Background: an optimization exercise with open tools, aiming at small area and a short achievable clock period. Do not read the settings as production practice.

Setup of the previous run:
==> flow/design.v (excerpt) <==
module alu(instr,clk,rst,alucon,result,zero,so1,so2);
input [31:0] instr;
input clk;
input rst;
output [3:0] alucon;
output zero;
output reg [31:0] so1;
output reg [31:0] so2;
output [31:0] result;
  reg [2:0] ac;
  assign alucon = {1'b0, ac};
  reg [31:0] s0, s1, s2, s3, s4, s5, s6, s7;
  reg [32*27-1:0] mem;   
  reg        pend;       
  reg [2:0]  pend_rd;    
  reg        pend_ld;    
  reg [4:0]  maddr;      
  reg        mok;        
  reg        st;         
  reg [31:0] sdr;        
  reg [31:0] row0;
  reg [31:0] row1;
  reg [31:0] row2;
  reg [31:0] row3;
  wire ps1 = row0[0] ^ row1[0];
  wire pc2 = row0[0] & row1[0];
  wire ps3 = row0[1] ^ row1[1] ^ row2[1];
  wire pc4 = (row0[1] & row1[1]) | (row0[1] & row2[1]) | (row1[1] & row2[1]);
  wire ps5 = row0[2] ^ row1[2] ^ row2[2];
  wire pc6 = (row0[2] & row1[2]) | (row0[2] & row2[2]) | (row1[2] & row2[2]);
  wire ps7 = row0[3] ^ row1[3] ^ row2[3];
  wire pc8 = (row0[3] & row1[3]) | (row0[3] & row2[3]) | (row1[3] & row2[3]);
  wire ps9 = row0[4] ^ row1[4] ^ row2[4];
  wire pc10 = (row0[4] & row1[4]) | (row0[4] & row2[4]) | (row1[4] & row2[4]);
  wire ps11 = row0[5] ^ row1[5] ^ row2[5];
  wire pc12 = (row0[5] & row1[5]) | (row0[5] & row2[5]) | (row1[5] & row2[5]);
  wire ps13 = row0[6] ^ row1[6] ^ row2[6];
  wire pc14 = (row0[6] & row1[6]) | (row0[6] & row2[6]) | (row1[6] & row2[6]);
  wire ps15 = row0[7] ^ row1[7] ^ row2[7];
  wire pc16 = (row0[7] & row1[7]) | (row0[7] & row2[7]) | (row1[7] & row2[7]);
  wire ps17 = row0[8] ^ row1[8] ^ row2[8];
  wire pc18 = (row0[8] & row1[8]) | (row0[8] & row2[8]) | (row1[8] & row2[8]);
  wire ps19 = row0[9] ^ row1[9] ^ row2[9];
  wire pc20 = (row0[9] & row1[9]) | (row0[9] & row2[9]) | (row1[9] & row2[9]);
  wire ps21 = row0[10] ^ row1[10] ^ row2[10];
  wire pc22 = (row0[10] & row1[10]) | (row0[10] & row2[10]) | (row1[10] & row2[10]);
  wire ps23 = row0[11] ^ row1[11] ^ row2[11];
  wire pc24 = (row0[11] & row1[11]) | (row0[11] & row2[11]) | (row1[11] & row2[11]);
  wire ps25 = row0[12] ^ row1[12] ^ row2[12];
  wire pc26 = (row0[12] & row1[12]) | (row0[12] & row2[12]) | (row1[12] & row2[12]);
  wire ps27 = row0[13] ^ row1[13] ^ row2[13];
  ...
Size in the first run: roughly 5,500 cells after synthesis, ~1,400 flip-flops, roughly 0.069 sq mm of cells after synthesis.
Settings: LEC_CHECK=0, CAP_MARGIN=20, CORE_MARGIN=2, CORE_UTILIZATION=40, PLACE_DENSITY=0.6, SLEW_MARGIN=20; clock period 16.0 ns.
standard.sh (not shown) runs the stock make flow with config.mk's settings and CLKGATE_MAP_FILE= SYNTH_SCRIPT=/design/flow/synth_recipe.tcl, a recipe that flattens the netlist after the stock synthesis.
==> flow/flow/run.sh <==
#!/bin/bash
# Layout flow: the standard ORFS flow (standard synthesis, floorplan,
# placement, CTS, routing) with a larger setup-slack target for the timing
# repair steps, so that the repair keeps improving paths that already meet
# the 16 ns clock. The clock, I/O delays and all constraints are the standard flow's.
set -euo pipefail
MARGIN=7
TNS=10
sed -e "s/\"\${@:-finish}\"/SETUP_SLACK_MARGIN=$MARGIN TNS_END_PERCENT=$TNS \"\${@:-finish}\"/" standard.sh > standard_margin.sh
grep -q "SETUP_SLACK_MARGIN=$MARGIN TNS_END_PERCENT" standard_margin.sh
bash standard_margin.sh > standard.log 2>&1
What the current run does differently from the previous run at the input level:
--- a/flow/flow/run.sh
+++ b/flow/flow/run.sh
@@ -7 +7 @@
-MARGIN=7
+MARGIN=9
Findings:
Timing, DRC, antenna: 0 failures across the previous run and the current run
Diff the previous run -> the current run | share of cell area taken by multi-input logic gates | increase of 0.75 points
The current run vs the previous run, final area went up by 4.2%.
Cmp the previous run and the current run / layout overhead on the synthesized area / lower: the previous run
[the current run] actual slew at the worst max-slew pin rose 9.7 ps relative to the previous run
On HPWL after detailed placement, the previous run tracks the current run almost exactly.
Compared with the previous run, in the current run largest net degree at the start of global routing moved down; register cell area after layout saw little to no change; core box area ~0 delta.
Comparing the previous run and the current run, final routed wirelength across all metal layers is lower on the previous run.
On the current run: utilization of the core after routing is 1.9 points higher than what the previous run gave.
As of the current run, first-iteration DRC count had risen by a few percent compared to the previous run.
No functional check of the RTL was part of any run of this note.

what the ideal ports hide:
How much do the figures lean on ideal ports? The routed layouts below were timed once more, with nothing changed but the port constraints. Step 1 assumes that a clkbuf_16 drives the clock port and a buf_2 every other input. Step 2 times the ports against the registers' clock, not the clock port: input delays grow and output delays shrink by t, the midpoint of the rising clock arrivals with the driver on. Slacks: no drivers / after step 1 / after step 2; pairs: no drivers / after step 1.
run	t, ns	setup slack, ns	clock arrival spread, ns	cell pins on the clock port's net
the previous run	0.891	6.843 / 6.761 / 6.230	0.043 / 0.043	1
the current run	0.897	7.961 / 7.879 / 7.258	0.051 / 0.051	1
After both steps setup and hold are still met in every run listed. The setup slack of the current run, which loses most, moves by -0.082 ns with the drivers and by -0.703 ns with both steps.
